Source: an optimization exercise on an open RTL-to-GDS flow (aim: small area). Production flows keep margins and buffers that such runs may drop.
Function was checked by simulation only, so behaviour that the tests miss may differ from the original.
Power figures rest on the tool's default switching activity, not on a simulated workload.

==> 10-14: inputs <==
## SystolicArray
module SystolicArray #(parameter SIZE = 4, parameter DATA_WIDTH = 8)(
    input [SIZE*DATA_WIDTH-1:0] A,
    input [SIZE*DATA_WIDTH-1:0] B,
    input clk,
    input rst,
    output done,
    output [SIZE*SIZE*2*DATA_WIDTH-1:0] C
);
export LEC_CHECK = 0
export ABC_AREA = 1
export CAP_MARGIN = 20
export CORE_MARGIN = 2
export CORE_UTILIZATION = 75
export PLACE_DENSITY = 0.85
export SETUP_SLACK_MARGIN = 0.05
export SLEW_MARGIN = 20
export SYNTH_HIERARCHICAL = 1
create_clock -name core_clock -period 6.0 [get_ports {clk}]
standard.sh (not shown) runs the stock make flow with config.mk's settings and CLKGATE_MAP_FILE= SYNTH_SCRIPT=/design/flow/synth_recipe.tcl, a recipe that flattens the netlist after the stock synthesis.
==> flow/flow/run.sh <==
#!/bin/bash
set -o pipefail
export BUFFER_PORTS_ARGS="-buffer_cell sky130_fd_sc_hd__buf_1"
export CTS_ARGS="-sink_clustering_enable -repair_clock_nets -dont_use_dummy_load -buf_list {sky130_fd_sc_hd__clkbuf_8} -sink_clustering_size 16 -sink_clustering_max_diameter 60"
bash standard.sh > standard_flow.log 2>&1
==> 03-22 (differences from 10-14) <==
--- a/flow/config.mk
+++ b/flow/config.mk
@@ -10,4 +10,4 @@
 export CORE_MARGIN = 2
-export CORE_UTILIZATION = 75
-export PLACE_DENSITY = 0.85
+export CORE_UTILIZATION = 55
+export PLACE_DENSITY = 0.7
 export SETUP_SLACK_MARGIN = 0.05
==> 01-11 (differences from 10-14) <==
==> flow/flow/run.sh (replaced) <==
#!/bin/bash
set -o pipefail
export BUFFER_PORTS_ARGS="-buffer_cell sky130_fd_sc_hd__buf_1"
export CTS_ARGS="-sink_clustering_enable -repair_clock_nets -dont_use_dummy_load -buf_list {sky130_fd_sc_hd__clkbuf_8} -sink_clustering_size 22 -sink_clustering_max_diameter 50"
bash standard.sh > standard_flow.log 2>&1
--- a/flow/config.mk
+++ b/flow/config.mk
@@ -10,4 +10,4 @@
 export CORE_MARGIN = 2
-export CORE_UTILIZATION = 75
-export PLACE_DENSITY = 0.85
+export CORE_UTILIZATION = 55
+export PLACE_DENSITY = 0.7
 export SETUP_SLACK_MARGIN = 0.05
==> flow_summary.json <==
{
  "fin_worst_skew_ns": 0.09135,
  "cp.required_ns": 6.54,
  "dr_wl_met2_mm": 49.94,
  "drt-pass1-iter-count": 5,
  "p_sw_mw": 13.72,
  "fin_util_pct": 60.30,
  "switching_share_pct": 43.82,
  "outcome": "timing/DRC/antenna clean",
  "power.share.sequential_pct": 28.2
}
# the run above: 01-11

==> flow_summary.json <==
{
  "outcome": "timing/DRC/antenna clean",
  "fin_util_pct": 80.78,
  "synth_compound_area_share_pct": 0.1656,
  "dr_wl_met2_mm": 52.59,
  "p_sw_mw": 14.36,
  "switching_share_pct": 44.91,
  "drt-pass1-iter-count": 7,
  "cp.required_ns": 6.54,
  "n_clock_buffer": 74,
  "power.share.sequential_pct": 27.7,
  "clockRootBuffer": "clkbuf_8",
  "cpPeakStageDelay_ns": 0.47,
  "ff2ff_setup_slack_ns": 0.43,
  "fin_worst_skew_ns": 0.1050,
  "ant_nets": 0
}
# the run above: 10-14

==> flow_summary.json <==
{
  "fin_util_pct": 60.24,
  "outcome": "timing/DRC/antenna clean",
  "switching_share_pct": 43.91,
  "initial_core_util_pct": 55.66,
  "cp.required_ns": 6.58,
  "n_clock_buffer": 86,
  "fin_worst_skew_ns": 0.09930,
  "p_sw_mw": 13.73,
  "drt-pass1-iter-count": 5,
  "worstPathBufferInverterCount": 2,
  "critical_path.slowest_cell": "fa_1",
  "power.share.sequential_pct": 28.3,
  "setup_violations": 0,
  "dr_wl_met2_mm": 50.25,
  "nets": 5334
}
# the run above: 03-22


==> run a: inputs <==
SystolicArray, a different RTL version from the one above (not shown whole).
==> flow/config.mk <==
export PLATFORM = sky130hd
export DESIGN_NAME = SystolicArray
export DESIGN_NICKNAME = SystolicArray
export VERILOG_FILES = /design/flow/design.v
export SDC_FILE = /design/flow/constraint.sdc
export NUM_CORES = 4
export LEC_CHECK = 0
export CAP_MARGIN = 20
export CORE_MARGIN = 2
export CORE_UTILIZATION = 40
export CTS_BUF_LIST = sky130_fd_sc_hd__clkbuf_4 sky130_fd_sc_hd__clkbuf_8
export PLACE_DENSITY = 0.6
export SETUP_SLACK_MARGIN = 0.2
export SLEW_MARGIN = 20
export SYNTH_HIERARCHICAL = 1
==> flow/constraint.sdc <==
create_clock -name core_clock -period 6.0 [get_ports {clk}]
set_input_delay 1.2000 -clock core_clock [delete_from_list [all_inputs] [get_ports {clk}]]
set_output_delay 1.2000 -clock core_clock [all_outputs]
set_load 0.01 [all_outputs]
run.sh (not shown) runs the stock make flow with config.mk's settings and CLKGATE_MAP_FILE= SYNTH_SCRIPT=/design/flow/synth_recipe.tcl, a recipe that flattens the netlist after the stock synthesis.
Stock flow here: none of the scripts above is used.
==> run b: changes against run a <==
==> flow/flow/run.sh (new file) <==
#!/bin/bash
set -o pipefail
export BUFFER_PORTS_ARGS="-buffer_cell sky130_fd_sc_hd__buf_1"
export CTS_ARGS="-sink_clustering_enable -repair_clock_nets -dont_use_dummy_load"
bash standard.sh > standard_flow.log 2>&1
rc=$?
cp -r orfs/logs flow_logs 2>/dev/null
exit $rc
==> flow/standard.sh (new file) <==
#!/bin/bash
# synth_recipe.tcl (not shown) runs the flow's synth.tcl, then flattens the netlist and writes it again
# the make line also repeats each setting of config.mk as NAME=value (left out here)
make -C /OpenROAD-flow-scripts/flow DESIGN_CONFIG=/design/flow/config.mk WORK_HOME=/design/flow/orfs CLKGATE_MAP_FILE= SYNTH_SCRIPT=/design/flow/synth_recipe.tcl "${@:-finish}"
removed: flow/run.sh
==> run notes <==
Of run a and run b, run a has the higher clock power (gap 29%, measured against run b).
In sequential cell count, run a and run b do not differ.
Against run a, the cell count of run b is smaller by 3.2%.
Against run a, the hold slack of run b is lower by 22 ps.
Of run a and run b, run a has the higher utilization (gap 2.6 points).
In area after synthesis, run b and run a do not differ.
==> figures <==
| metric | run a | run b |
|---|---|---|
| Number of non-clock buffers | 371 | 390 |
| Summed area of non-filler cells in the final layout | 58400 um2 | 55200 um2 |
| Top layer used by detailed routing | met5 | met4 |
| Internal Dissipation | 21.4 mW | 19.3 mW |
| Worst setup slack before clock tree synthesis | 297 ps | 324 ps |
| Root buffer selected by CTS | sky130_fd_sc_hd__clkbuf_8 | sky130_fd_sc_hd__clkbuf_16 |
| Clk_skew | 53.4 ps | 75.2 ps |
| Switching part of the total power | 38.8% | 40.3% |
| Clock net power | 6.57 mW | 5.08 mW |
| GR Util met1 | 24.6% | 24.7% |
| Run status | timing/DRC/antenna clean | timing/DRC/antenna clean |
| Maximum level of the CTS H-tree | 4 | 3 |
| First-pass DRT Iterations | 6 | 5 |

## afterwards: timing with drivers on the ports
How much do the figures lean on ideal ports? The routed layouts below were timed once more, with nothing changed but the port constraints. Step 1, drivers: a clkbuf_16 drives clk and a buf_2 each remaining input, both assumed. Step 2 also shifts input and output timing later by t, the mid clock arrival at the registers, as if the neighbouring blocks saw the same clock. Three values: ideal, step 1, step 2; two values: the first two.
run	shift t [ns]	slack for setup (ns)	latest minus earliest clock arrival (ns)	worst slew at a driven data input, ns	cell pins on the clock port's net
10-14	0.708	0.426 / 0.426 / 0.426	0.105 / 0.105	0.04	1
03-22	0.777	0.323 / 0.323 / 0.323	0.100 / 0.099	0.04	1
01-11	0.769	0.344 / 0.344 / 0.344	0.127 / 0.128	0.04	1
run a	0.943	0.421 / 0.421 / 0.421	0.073 / 0.073	0.05	1
run b	0.751	0.375 / 0.375 / 0.375	0.092 / 0.092	0.04	1
After both steps setup and hold are still met in every run listed.
